This is an optimization exercise on Yosys and OpenROAD, whose aim is small area, a short achievable clock period and few clock cycles per item, not a production implementation.
The RTL was checked by simulation tests, not by an equivalence proof against the original design.
Power figures rest on the tool's default switching activity, not on a simulated workload.

### design.v
module JAM (
input CLK,
input RST,
output reg [2:0] W,
output reg [2:0] J,
input [6:0] Cost,
output [3:0] MatchCount,
output reg [9:0] MinCost,
output reg Valid );
localparam ST_SCAN = 4'd0, ST_POST = 4'd1, ST_AUG = 4'd2, ST_EQ = 4'd3,
           ST_ELIM = 4'd4, ST_RYS = 4'd5, ST_FIN = 4'd6, ST_DONE = 4'd7,
           ST_PREP = 4'd8;
integer k, m, n;
reg [3:0] st;
reg [7:0] p  [0:7];    
reg [7:0] K  [0:7];    
reg [2:0] way[0:7];    
reg [7:0] wayS;        
reg [2:0] pm [0:7];    
reg [7:0] matched, used;
reg [2:0] r, i0, j0, jc, j1;
reg       j0s, first, eqhead;
reg signed [9:0] U;    
reg [7:0] runmin;
reg [6:0] Dprev;
reg [7:0] Pc, Kc, Pj1;   
reg signed [10:0] Qr, Y1r;   
reg [7:0] Rm;   
reg [3:0] acc;
assign MatchCount = acc;
reg       parP;
reg [2:0] jq;
reg [7:0] jqh;   
reg       hq;
reg [2:0] rq;    
reg [2:0] jn; reg ld, ld_corr, ld_zero;
reg [7:0] pn, kn;
always @* begin
    pn = 8'd0; kn = 8'd0;
    for (k = 0; k < 8; k = k + 1) begin
        pn = pn | ({8{jqh[k]}} & p[k]);
        kn = kn | ({8{jqh[k]}} & K[k]);
    end
end
wire [6:0] c_D = Dprev;    
wire [7:0] pcor = pn + {1'b0, c_D} - kn;
wire       cpos = {1'b0, c_D} > kn;
wire [7:0] pnew = ld_zero ? 8'd0 : ((ld_corr & cpos) ? pcor : pn);
wire signed [10:0] pn_s = {3'b0, pn};
wire signed [10:0] kn_s = {3'b0, kn};
wire signed [10:0] pnew_s = {3'b0, pnew};
reg ldq, ldq_first;
wire signed [10:0] Pc_s = {3'b0, Pc};
wire signed [10:0] U_s  = {U[9], U};
wire signed [10:0] Kc_s = {3'b0, Kc};
wire signed [10:0] rm_s = {3'b0, runmin};
wire signed [10:0] P1_s = {3'b0, Pj1};
wire signed [10:0] cs = {4'b0, Cost};
wire signed [10:0] t  = cs + Qr;
wire signed [10:0] Y2 = rm_s - Qr;
wire [7:0] tsat = (t[10:8] != 3'b000) ? 8'hFF : t[7:0];
wire lt  = first | (cs < Y1r);
wire rmt = cs < Y2;
wire rmk = Kc < runmin;
wire rm_lt = lt ? rmt : rmk;
wire [7:0] above = ~used & (8'hFE << jq);
reg [2:0] jnext; reg has_next;
always @* begin
    jnext = 3'd0; has_next = |above;
    for (k = 7; k >= 0; k = k - 1)
        if (above[k]) jnext = k;
end
wire [7:0] used_j1 = used | (8'd1 << j1);
reg [2:0] jfirst;
always @* begin
    jfirst = 3'd0;
    for (k = 7; k >= 0; k = k - 1) if (!used_j1[k]) jfirst = k;
end
wire [2:0] pm_j1 = pm[j1];
wire [2:0] way_j1 = way[j1];
wire       wayS_j1 = wayS[j1];
wire [2:0] pm_new = wayS_j1 ? r : pm[way_j1];
wire signed [10:0] U_post = cs + P1_s - rm_s;
wire [8:0] cp = {2'b0, Cost} + {1'b0, Pc};
wire       eq_wrap = (jq + 3'd1 == rq);
wire [2:0] jq_n = eq_wrap ? jq + 3'd2 : jq + 3'd1;
wire [2:0] rq_n = eq_wrap ? rq + 3'd1 : rq;
wire aug = (st == ST_POST && !matched[j1]) || st == ST_AUG;
wire phase_end = aug && wayS_j1;
always @* begin
    if (st == ST_POST) begin W = pm_j1; J = j1; end
    else begin W = i0; J = jc; end
end
reg [7:0] Af [0:7];    
reg [7:0] rowo, colo, rem;
always @* begin
    for (m = 0; m < 8; m = m + 1)
        for (k = 0; k < 8; k = k + 1)
            Af[m][k] = K[m][(k - m) & 7];
    for (m = 0; m < 8; m = m + 1) begin
        rowo[m] = 1'b0; colo[m] = 1'b0;
        for (k = 0; k < 8; k = k + 1)
            if (k != m) begin
                rowo[m] = rowo[m] | (Af[m][k] & Rm[k]);
                colo[m] = colo[m] | (Af[k][m] & Rm[k]);
            end
        rem[m] = Rm[m] & ~(rowo[m] & colo[m]);
    end
end
function [1:0] fa(input a, input b, input c);
    fa = {(a & b) | (c & (a ^ b)), a ^ b ^ c};
endfunction
function [3:0] pop8(input [7:0] x);
    reg [1:0] A, B, C, D, E, F;
    begin
        A = fa(x[0], x[1], x[2]);
        B = fa(x[3], x[4], x[5]);
        C = {x[6] & x[7], x[6] ^ x[7]};
        D = fa(A[0], B[0], C[0]);
        E = fa(A[1], B[1], C[1]);
        F = {E[0] & D[1], E[0] ^ D[1]};
        pop8 = {E[1] & F[1], E[1] ^ F[1], F[0], D[0]};
    end
endfunction
reg       bt;
reg [3:0] lo;
reg [7:0] drow, cand, uc, nxm, prm;
reg [2:0] chp, cc, nxt, prv;
reg [3:0] lo_e;
reg       has_c, has_n, has_p;
always @* begin
    drow = 8'd0;
    for (k = 0; k < 8; k = k + 1) drow = drow | ({8{jqh[k]}} & Af[k]);
    chp = pn[2:0];
    lo_e = bt ? {1'b0, chp} + 4'd1 : lo;
    uc = bt ? (used & ~(8'd1 << chp)) : used;
    cand = drow & Rm & ~uc & (8'hFF << lo_e);
    if (lo_e[3]) cand = 8'd0;
    has_c = |cand;
    cc = 3'd0;
    for (k = 7; k >= 0; k = k - 1) if (cand[k]) cc = k;
    nxm = Rm & (8'hFE << jq);
    prm = Rm & ~(8'hFF << jq);
    has_n = |nxm; has_p = |prm;
    nxt = 3'd0;
    for (k = 7; k >= 0; k = k - 1) if (nxm[k]) nxt = k;
    prv = 3'd0;
    for (k = 0; k < 8; k = k + 1) if (prm[k]) prv = k;
end
wire dfs_down = (st == ST_RYS) && has_c && has_n;
reg [2:0] d0;
always @* begin
    d0 = 3'd0;
    for (k = 7; k >= 0; k = k - 1) if (Rm[k]) d0 = k;
end
always @* begin
    jn = jq; ld = 1'b0; ld_corr = 1'b0; ld_zero = 1'b0; ldq = 1'b0; ldq_first = first;
    case (st)
    ST_SCAN: begin
        jn = jq; ld = hq; ldq = hq;
        ld_corr = first & hq; ld_zero = first & hq & (r == 3'd0);
    end
    ST_POST, ST_AUG: begin
        if (phase_end) begin ld = 1'b1; ld_corr = 1'b1; ldq = 1'b1; ldq_first = 1'b1; end
    end
    ST_EQ: begin
        jn = jq; ld = 1'b1; ld_corr = (rq == 3'd0);
    end
    ST_PREP: begin
        ld = 1'b1; ldq = 1'b1; ldq_first = 1'b0;
    end
    default: ;
    endcase
end
always @(posedge CLK) begin
    if (ld_corr | ld_zero) p[jn] <= pnew;
    if (dfs_down) p[jq] <= {5'd0, cc};
    if (ld) begin Pc <= pnew; Kc <= kn; end
    if (ldq) begin
        Qr  <= ldq_first ? pnew_s : pn_s - U_s;
        Y1r <= kn_s - pn_s + U_s;
    end
    if (RST) begin
        p[0] <= 8'd0; Pc <= 8'd0; Qr <= 11'sd0;
        st <= ST_SCAN;
        Valid <= 1'b0;
        matched <= 8'd0;
        used <= 8'd0;
        r <= 3'd0; i0 <= 3'd0; jc <= 3'd0; j0 <= 3'd0; j1 <= 3'd0; jq <= 3'd1; jqh <= 8'd1 << (3'd1); hq <= 1'b1;
        j0s <= 1'b1; first <= 1'b1;
        U <= 10'sd0;
        runmin <= 8'hFF;
        Dprev <= 7'd0;
    end else begin
        case (st)
        ST_SCAN: begin
            if (lt) begin
                K[jc] <= tsat;
                way[jc] <= j0;
                wayS[jc] <= j0s;
            end
            if (rm_lt) begin
                runmin <= lt ? tsat : Kc;
                j1 <= jc;
                Pj1 <= Pc;
            end
            if (hq) begin
                jc <= jq; jq <= jnext; jqh <= 8'd1 << (jnext); hq <= has_next;
            end else begin
                Dprev <= rm_lt ? (lt ? tsat[6:0] : Kc[6:0]) : runmin[6:0];
                st <= ST_POST; jq <= 3'd0; jqh <= 8'd1 << (3'd0);
            end
        end
        ST_POST, ST_AUG: begin
            if (st == ST_POST && matched[j1]) begin
                U <= U_post[9:0];
                used <= used_j1;
                i0 <= pm_j1;
                j0 <= j1; j0s <= 1'b0;
                first <= 1'b0;
                runmin <= 8'hFF;
                jq <= jfirst; jqh <= 8'd1 << (jfirst); hq <= 1'b1;
                st <= ST_PREP;
            end else begin
                pm[j1] <= pm_new;
                matched[j1] <= 1'b1;
                if (wayS_j1) begin
                    if (r == 3'd7) begin
                        st <= ST_EQ; r <= 3'd0; jc <= 3'd0; jq <= 3'd1; jqh <= 8'd1 << (3'd1); rq <= 3'd0;
                        i0 <= (j1 == 3'd0) ? pm_new : pm[0];
                        eqhead <= 1'b1; MinCost <= 10'd0;
                    end else begin
                        r <= r + 3'd1; i0 <= r + 3'd1;
                        j0s <= 1'b1; first <= 1'b1; U <= 10'sd0;
                        used <= 8'd0; runmin <= 8'hFF; jc <= 3'd0; jq <= 3'd1; jqh <= 8'd1 << (3'd1); hq <= 1'b1;
                        st <= ST_SCAN;
                    end
                end else begin
                    j1 <= way_j1;
                    st <= ST_AUG;
                end
            end
        end
        ST_PREP: begin
            jc <= jq; jq <= jnext; jqh <= 8'd1 << (jnext); hq <= has_next;
            st <= ST_SCAN;
        end
        ST_EQ: begin
            if (eqhead) begin
                U <= {1'b0, cp};
                MinCost <= MinCost + {3'b0, Cost};
                K[r] <= {1'b1, K[r][7:1]};
                eqhead <= 1'b0;
                jc <= jq; jq <= jq_n; jqh <= 8'd1 << (jq_n); rq <= rq_n;
            end else begin
                K[r] <= {(cp == U[8:0]), K[r][7:1]};
                if (jc + 3'd1 == r) begin
                    if (r == 3'd7) begin
                        st <= ST_ELIM; Rm <= 8'hFF;
                    end else begin
                        r <= r + 3'd1; i0 <= pm[r + 3'd1];
                        eqhead <= 1'b1;
                        jc <= jq; jq <= jq_n; jqh <= 8'd1 << (jq_n); rq <= rq_n;
                    end
                end else begin
                    jc <= jq; jq <= jq_n; jqh <= 8'd1 << (jq_n); rq <= rq_n;
                end
            end
        end
        ST_ELIM: begin
            if (rem == 8'd0) begin
                acc <= 4'd0; used <= 8'd0; lo <= 4'd0; bt <= 1'b0;
                jq <= d0; jqh <= 8'd1 << d0;
                if (Rm == 8'd0) begin
                    acc <= 4'd1; Valid <= 1'b1; st <= ST_DONE;
                end else st <= ST_RYS;
            end else begin
                Rm <= Rm & ~rem;
            end
        end
        ST_RYS: begin
            if (dfs_down) begin
                used <= uc | (8'd1 << cc);
                jq <= nxt; jqh <= 8'd1 << nxt;
                lo <= 4'd0; bt <= 1'b0;
            end else begin
                if (has_c) acc <= acc + 4'd1;
                used <= uc;
                bt <= 1'b1;
                if (has_p) begin
                    jq <= prv; jqh <= 8'd1 << prv;
                end else begin
                    Valid <= 1'b1; st <= ST_DONE;
                end
            end
        end
        default: ;
        endcase
    end
end
endmodule
### run.sh
#!/bin/bash
# synth_recipe.tcl (not shown) runs the flow's synth.tcl, then flattens the netlist and writes it again
# the make line also repeats each setting of config.mk as NAME=value (left out here)
make -C /OpenROAD-flow-scripts/flow DESIGN_CONFIG=/design/flow/config.mk WORK_HOME=/design/flow/orfs CLKGATE_MAP_FILE= SYNTH_SCRIPT=/design/flow/synth_recipe.tcl finish
### config.mk
export PLATFORM = sky130hd
export DESIGN_NAME = JAM
export DESIGN_NICKNAME = JAM
export VERILOG_FILES = /design/flow/design.v
export SDC_FILE = /design/flow/constraint.sdc
export NUM_CORES = 4
export LEC_CHECK = 0
export CAP_MARGIN = 20
export CORE_MARGIN = 2
export CORE_UTILIZATION = 40
export SETUP_SLACK_MARGIN = 2.0
export SLEW_MARGIN = 20
### constraint.sdc
create_clock -name core_clock -period 6.0 [get_ports {CLK}]
set_input_delay 1.2000 -clock core_clock [delete_from_list [all_inputs] [get_ports {CLK}]]
set_output_delay 1.2000 -clock core_clock [all_outputs]
set_load 0.01 [all_outputs]
==> run notes, run 1 <==
* Status: timing/DRC/antenna clean
* Final Instance Area at 24400 sq um
* Top_reg_cell synth: edfxtp_1
* Placed Instance Area at 22200 sq um
* Initial antenna violation count at 0
* Slack of the critical path at 1980 ps
* Seq/Total Area, Yosys at 42.6%
* Most frequent cell after synthesis: edfxtp_1
* WHS at 473 ps
* First-pass GRT wire length at 106000 microns
* Total gr overflow at 0
* R2R Path Start: jqh[3]
* Tot GR Track Use at 25.9%
* TritonCTS buffer count at 40
* Final Skew at 25.2 ps
* Top Ports at 30
* TNS Setup at 0 ps
* Top achievable clock speed at 249 MHz
* CP required at 6490 ps
* Post-Syn Area at 21200 sq um
* MaxCap Viol Count at 0
* Worst R2R Setup Slack at 1980 ps
* Multi-input gate area at 11500 sq um
* Layout area overhead at 15.0%
* Crit share post-route at 67.0%
* Vias per cell at 6.16
* Input/output buffers at 29
* Yosys warns at 2
* Die ar. at 54900 sq um
* Layout cells sized above 1 at 13.2%
* Avg Cell Area, Syn at 9.87 sq um
* Clock root cell: clkbuf_16
* Cell taking the most area after synthesis: edfxtp_1
* Hold_sp: p[0][7]
* Non-filler cells, final at 2916
* Final-stage net count at 2354
* Setup violators final at 0
* CP endpoint kind: flop
* Clock Pin Slew Worst Setup and Hold Paths at 70 ps
* DP Worst Slack at 783 ps
* Crit path arrival time at 4510 ps
* Worst vdd ir at 0.287 mV
* Post-Place Cells at 2797
* FFs w/ async S/R, synth at 0%
* Flops & latches, synth at 337
* WL final at 72500 microns
* Syn Inst Count at 2149
* Headroom to the max-slew limit at 27.6%
* Layout filler cell count at 4945
* Syn Nets at 2309
* Pin count of the biggest net entering global routing at 58
* Die extent in x at 234 microns
* Post-synth EDFFs at 230
* Vias in the first global route at 17000
* Startpoint types: flop
* ANT nets after route at 0
* Core area at 52600 sq um
* R2r worst-path depth at 15
* Clk buf depth at 3
* Num rows at 84
* Setup CP Type: reg2reg
* Library cells used by synthesis at 92
* Pins Over Slew Limit at 0
* Final HPWL DP at 52700 microns
* CTS tree: yes
* Worst-path fanout max at 11
* Leading cell types by count after synthesis: edfxtp_1, nor2_1, nand2_1
* Tightest Hold Check Type: reg2reg
* Synth top area share at 32.6%
* RSZ-0062 raised after global routing: true
* 1st-iter DRT viols at 2353
* Sequential cell area at 9060 sq um
* Worst hold endpoint: p[0][7]
* First-pass DRT Iterations at 9
* PwrDens at 599 nW/um^2
* GPL Wtd Cong at 1.01
* Top cells by area, synth: edfxtp_1, dfxtp_1, ha_1, nor2_1, nand2_1
* Hold Violations, Final at 0
* Clock Sinks at 337
* DRC at 0
* CTS H-tree lvls at 2
* Post-CTS Hold Fix Bufs at 0
* FF-to-FF End: jqh[3]
* Pleak at 9.23 nW
* WL per Instance at 24.9 microns
* Worst hold stages at 2
* Initial core utilization at 40.4%
* Skew-Pair Late Insertion Delay at 580 ps
* Final min period at 4020 ps
* Routed vias at 18000
* Worst slew pin tran at 1080 ps
* Die H at 234 microns
==> sequential cells by signal, indices dropped and copies added (netlist names), 4 cells and up, named ones only <==
| name | cells |
|---|---|
| p | 64 |
| Pc | 8 |
| matched | 8 |
| Qr | 11 |
| Pj1 | 8 |
| pm | 24 |
| runmin | 8 |
| Kc | 8 |
| acc | 4 |
| Dprev | 7 |
| used | 8 |
| Rm | 8 |
| jqh | 8 |
| st | 4 |
| K | 64 |
| way | 24 |
| U | 10 |
| wayS | 8 |
| MinCost | 10 |
| Y1r | 11 |
==> cell families after synthesis <==
kind of cell	after synthesis	share of synthesized area, %
AND/OR/NAND/NOR	688	15.3
AO/OA/AOI/OAI	549	18.2
flip-flops	337	42.6
buffers and inverters	259	4.75
adder cells (fa/ha/maj)	151	9.68
multiplexers	88	6.23
XOR/XNOR	77	3.18
==> what timing repair did <==
action	CTS	global route
resized for setup	67	54
cloned	1	0
setup endpoints to repair	318	226
setup buffers	21	21
pin swaps	14	23
==> worst max-delay path, cell delays in order, from the launching register on <==
cell and delay (ps):
dfxtp_2 340, buf_12 150, a22oi_2 220, nand4_4 230
ha_4 240, ha_4 250, nand2_2 50, or2_1 250
o221a_1 280, a21bo_2 240, a211o_1 370, o21ai_4 250
mux2i_4 360, a221o_1 310, a31oi_1 150, a211oi_2 220
==> worst max-delay path by stage <==
stage,endpoint,startpoint,slack (ps),cells past startpoint
3_3_place_gp,K[3][7],Cost[1],790,13
4_1_cts,jqh[5],jqh[0],1950,15
5_1_grt,jqh[4],jqh[3],1890,15
6_report,jqh[3],jqh[3],1980,15
2_1_floorplan,K[0][7],Cost[1],2040,13
3_5_place_dp,K[3][7],Cost[1],780,13
==> metrics by stage <==
| stage | util (%) | total power, W |
|---|---|---|
| floorplan | - | 0.00908 |
| global placement | 42.3 | 0.0112 |
| detailed placement | 42.3 | 0.0114 |
| CTS | 45.7 | 0.0143 |
| global route | 46.4 | 0.0155 |
| finish | 46.4 | 0.0146 |
==> layout make-up <==
| cell class | instances | share of cell area [%] |
|---|---|---|
| clock inverters | 21 | 1.18 |
| well taps | 688 | 3.53 |
| multi-input cells | 1553 | 47.2 |
| diodes | 2 | 0.0205 |
| repair buffers | 108 | 3.91 |
| clock buffers | 53 | 4.55 |
| flip-flops and latches | 337 | 37.1 |
| repair inverters | 1 | 0.0308 |
| inverters | 153 | 2.43 |
==> power by group <==
part	leakage, nW	switching [W]	total [W]	internal (W)
clock network	0.675	0.00104	0.00258	0.00154
logic	5.55	0.00489	0.00811	0.00322
registers	3.00	0.000558	0.00393	0.00337
total	9.23	0.00649	0.0146	0.00813
==> cell usage in the layout (no fill, tap or decap), drive strengths merged, types with 11 or more instances in the layout <==
cell type / n
o21ai: 72
a21oi: 118
o21a: 18
o211ai: 16
mux4: 34
a31oi: 28
a21boi: 14
inv: 152
xor2: 23
and4: 11
clkbuf: 55
buf: 80
xnor2: 54
ha: 129
o21bai: 18
nor2: 212
a222oi: 17
a21o: 22
clkdlybuf4s50: 24
dfxtp: 107
nand2: 209
a211oi: 46
nand3: 49
and3: 11
nand2b: 23
fa: 22
nor3: 36
a22oi: 81
edfxtp: 230
mux2i: 45
nand4: 40
nor2b: 36
and2: 20
==> per-layer routing <==
metal  share of wire (%)  vias up  GRT usage (%)  routed length [microns]
li1                    -     8058              -                        -
met1                  42     8792           35.3                    30800
met2                  45      902           41.2                    32900
met3                 7.5      204           3.55                     5430
met4                 4.6        0           11.1                     3350
met5                   0        -              0                        0
Testbench counts, summed over its fixed seeds: cycles 11,963, jobs 32.
==> run 2: changes to the inputs <==
--- a/config.mk
+++ b/config.mk
@@ -9,4 +9,3 @@
 export CORE_MARGIN = 2
 export CORE_UTILIZATION = 40
-export SETUP_SLACK_MARGIN = 2.0
 export SLEW_MARGIN = 20
==> run 2 against run 1 <==
  * Cell count decreased by 1.7%
  * Core utilization is 1.7 points lower
  * Setup slack got worse by 920 ps
  * Largest power group unchanged
  * Sequential share of layout area rose by 1.4 points
  * Critical path depth decreased by 1
  * Still clean on timing, DRC and antenna
  * Die area unchanged
  * Global-route usage is 0.15 points higher
==> run notes, run 2 <==
* Seq/Total Area, Yosys at 42.6% (unchanged)
* WL final at 71900 microns (was 72500 microns)
* Hold Violations, Final at 0 (unchanged)
* Layout cells sized above 1 at 7.58% (was 13.2%)
* Total gr overflow at 0 (unchanged)
* R2R Path Start: jqh[0] (was jqh[3])
* Tot GR Track Use at 26.0% (was 25.9%)
* Input/output buffers at 29 (unchanged)
* Num rows at 84 (unchanged)
* First-pass GRT wire length at 107000 microns (was 106000 microns)
* Highest-count cells in the layout ignoring fill and taps: edfxtp_1, nor2_1, nand2_1 (was edfxtp_1, nand2_1, nor2_1)
* Core area at 52600 sq um (unchanged)
* Setup violators final at 0 (unchanged)
* Hold_sp: Pc[5] (was p[0][7])
* Post-Place Cells at 2792 (was 2797)
* Most frequent CP cell: buf_4 (was ha_4)
* Worst R2R Setup Slack at 1060 ps (was 1980 ps)
* FFs w/ async S/R, synth at 0% (unchanged)
* Max stage delay on crit path at 750 ps (was 370 ps)
* Most frequent cell after synthesis: edfxtp_1 (unchanged)
* Postcts setup bufs at 0 (was 21)
* Crit path arrival time at 5420 ps (was 4510 ps)
* Post-Syn Area at 21200 sq um (unchanged)
* Worst slew pin tran at 1050 ps (was 1080 ps)
* WL per Instance at 25.1 microns (was 24.9 microns)
* Library cells used by synthesis at 92 (unchanged)
* Clock Sinks at 337 (unchanged)
* Pleak at 8.91 nW (was 9.23 nW)
* Clock Pin Slew Worst Setup and Hold Paths at 60 ps (was 70 ps)
* First-pass DRT Iterations at 7 (was 9)
* Crit share post-route at 82.3% (was 67.0%)
* Worst vdd ir at 0.269 mV (was 0.287 mV)
* PwrDens at 591 nW/um^2 (was 599 nW/um^2)
* Placed Instance Area at 22200 sq um (about the same)
* MaxCap Viol Count at 0 (unchanged)
* Initial core utilization at 40.4% (unchanged)
* Syn Nets at 2309 (unchanged)
* Flops & latches, synth at 337 (unchanged)
* Skew-Pair Late Insertion Delay at 600 ps (was 580 ps)
* CP endpoint kind: flop (unchanged)
* CTS H-tree lvls at 2 (unchanged)
* Die ar. at 54900 sq um (unchanged)
* Yosys warns at 2 (unchanged)
* Top Ports at 30 (unchanged)
* GPL Wtd Cong at 0.989 (was 1.01)
* Worst hold endpoint: Pj1[5] (was p[0][7])
* Top achievable clock speed at 202 MHz (was 249 MHz)
* Pin count of the biggest net entering global routing at 54 (was 58)
* CP required at 6480 ps (was 6490 ps)
* TNS Setup at 0 ps (unchanged)
* CTS tree: yes (unchanged)
* Tightest Hold Check Type: reg2reg (unchanged)
* Largest registers: K: 64 flops, p: 64 flops (unchanged)
* Worst-path fanout max at 24 (was 11)
* Final HPWL DP at 53000 microns (was 52700 microns)
* Routed vias at 17700 (was 18000)
* R2r worst-path depth at 14 (was 15)
* Final Instance Area at 23500 sq um (was 24400 sq um)
* Top cells by area, synth: edfxtp_1, dfxtp_1, ha_1, nor2_1, nand2_1 (unchanged)
* FF-to-FF End: jqh[4] (was jqh[3])
* Worst path cell trace: buf_4, a22oi_1, nand4_1, inv_1, ha_1, nand2_1, o21ai_0, nor4b_2, a211oi_1, a21oi_1, buf_4, o311a_1, o311ai_0, o221a_1 (was buf_12, a22oi_2, nand4_4, ha_4, ha_4, nand2_2, or2_1, o221a_1, a21bo_2, a211o_1, o21ai_4, mux2i_4, a221o_1, a31oi_1, a211oi_2)
* Final-stage net count at 2306 (was 2354)
* ANT nets after route at 0 (unchanged)
* Top_reg_cell synth: edfxtp_1 (unchanged)
* Post-synth EDFFs at 230 (unchanged)
* Clock root cell: clkbuf_16 (unchanged)
* Leading cell types by count after synthesis: edfxtp_1, nor2_1, nand2_1 (unchanged)
* Critical path's slowest cell: o311a_1 (was a211o_1)
* DRC at 0 (unchanged)
* Vias per cell at 6.16 (about the same)
* Syn Inst Count at 2149 (unchanged)
* Startpoint types: flop (unchanged)
* 1st-iter DRT viols at 1951 (was 2353)
* Most common cell after layout, fill and taps aside: edfxtp_1 (unchanged)
* TritonCTS buffer count at 39 (was 40)
* Pins Over Slew Limit at 0 (unchanged)
* Layout filler cell count at 5035 (was 4945)
* Worst hold stages at 0 (was 2)
* Final min period at 4940 ps (was 4020 ps)
* Clk buf depth at 3 (unchanged)
* Final Skew at 55.0 ps (was 25.2 ps)
* RSZ-0062 raised after global routing: false (was true)
* Post-CTS sizing at 0 (was 67)
* Status: timing/DRC/antenna clean (unchanged)
* Die extent in x at 234 microns (unchanged)
* Die H at 234 microns (unchanged)
* Setup CP Type: reg2reg (unchanged)
* Cell taking the most area after synthesis: edfxtp_1 (unchanged)
* Headroom to the max-slew limit at 29.7% (was 27.6%)
* Synth top area share at 32.6% (unchanged)
* Antenna diodes at 0 (was 2)
* Layout area overhead at 10.8% (was 15.0%)
* Vias in the first global route at 17200 (was 17000)
* Avg Cell Area, Syn at 9.87 sq um (unchanged)
* Non-filler cells, final at 2865 (was 2916)
* Initial antenna violation count at 1 (was 0)
* Final core occ at 44.7% (was 46.4%)
* Post-CTS Hold Fix Bufs at 0 (unchanged)
-- run 2: cell count changes in the layout (fill, tap and decap cells not counted), sizes merged --
cell / delta
buf: -46
clkbuf: -7
clkinv: +6
clkinvlp: -6
clkdlybuf4s50: +4
inv: +3
diode: -2
bufinv: -1
dlygate4sd2: -1
dlymetal6s2s: -1
-- run 2: area by class of cell --
class / instances / area, sq um / area share (%)
clock inverter: 24 / 280 / 1.19
multi-input combinational: 1553 / 11200 / 47.5
inverter: 153 / 574 / 2.44
clock buffer: 48 / 1040 / 4.43
sequential: 337 / 9050 / 38.5
timing repair buffer: 62 / 533 / 2.27
tap: 688 / 861 / 3.66
-- run 2: kinds of logic (layout without fill, tap and decap cells) --
kind of cell | after synthesis | count (layout) | synth area share (%)
flops | 337 | 337 | 42.6
simple gates | 688 | 688 | 15.3
compound gates | 549 | 549 | 18.2
xor+xnor | 77 | 77 | 3.18
mux | 88 | 88 | 6.23
fa+ha+maj | 151 | 151 | 9.68
buf+inv | 259 | 287 | 4.75
-- run 2: power breakdown --
group          internal (W)  switching [W]  total [W]
Clock               0.00143        0.00104    0.00247
Combinational       0.00287        0.00462    0.00749
Sequential          0.00337       0.000559    0.00393
Total               0.00767        0.00621     0.0139
-- run 2: critical path, delay by kind of cell (launching register included) --
kind            cells  cell delay [ps]
buf+inv             3              880
fa+ha+maj           1              210
compound gates      7             2450
simple gates        3              950
flops               1              300
-- run 2: how the worst max path moves through the flow --
stage                       start  endpoint  slack [ps]  cells after the start
after floorplan           Cost[1]   K[0][7]        1950                     13
after global placement    Cost[1]   K[0][7]         830                     13
after detailed placement  Cost[1]   K[3][7]         780                     13
after CTS                  jqh[7]   p[0][0]        1000                     14
after global routing       jqh[0]   p[0][0]         830                     15
final                      jqh[0]    jqh[4]        1060                     14
-- run 2: routing by layer --
layer  GRT usage [%]  vias up  share of wire, %
met5               0        -                 0
met4            9.06        0               3.5
met3            5.47      164               8.4
met2            42.8      803                47
met1            34.0     8736                42
li1                -     7959                 -
-- run 2: stage by stage --
stage                     hold slack, ps  power, W  worst slack [ps]
final                                462    0.0139              1060
after global routing                 487    0.0148               829
after CTS                            463    0.0138               999
after detailed placement             451    0.0113               781
after global placement               451    0.0111               829
after floorplan                      432   0.00908              1950

[what the ideal ports hide]
How much do the figures lean on ideal ports? The routed layouts below were timed once more, with nothing changed but the port constraints.
Step 1, drivers: a clkbuf_16 drives CLK and a buf_2 each remaining input, both assumed.
Step 2, shift: input delay + t, output delay - t, t = (earliest + latest rising clock arrival at the registers) / 2. This alone moves slack from input paths to output paths.
Slacks: ideal / step 1 / step 2; pairs: ideal / step 1.
run | shift t [ns] | setup WS [ns] | worst setup path at the end | worst data-port slew with drivers (ns) | pins driven straight from the clock port
run 1 | 0.622 | 1.981 / 1.981 / 1.628 | input to register | 0.03 | 1
run 2 | 0.629 | 1.061 / 1.061 / 0.688 | input to register | 0.03 | 1
After both steps setup and hold are still met in every run listed. The setup slack of run 2, which loses most, moves by 0.000 ns with the drivers and by -0.373 ns with both steps.
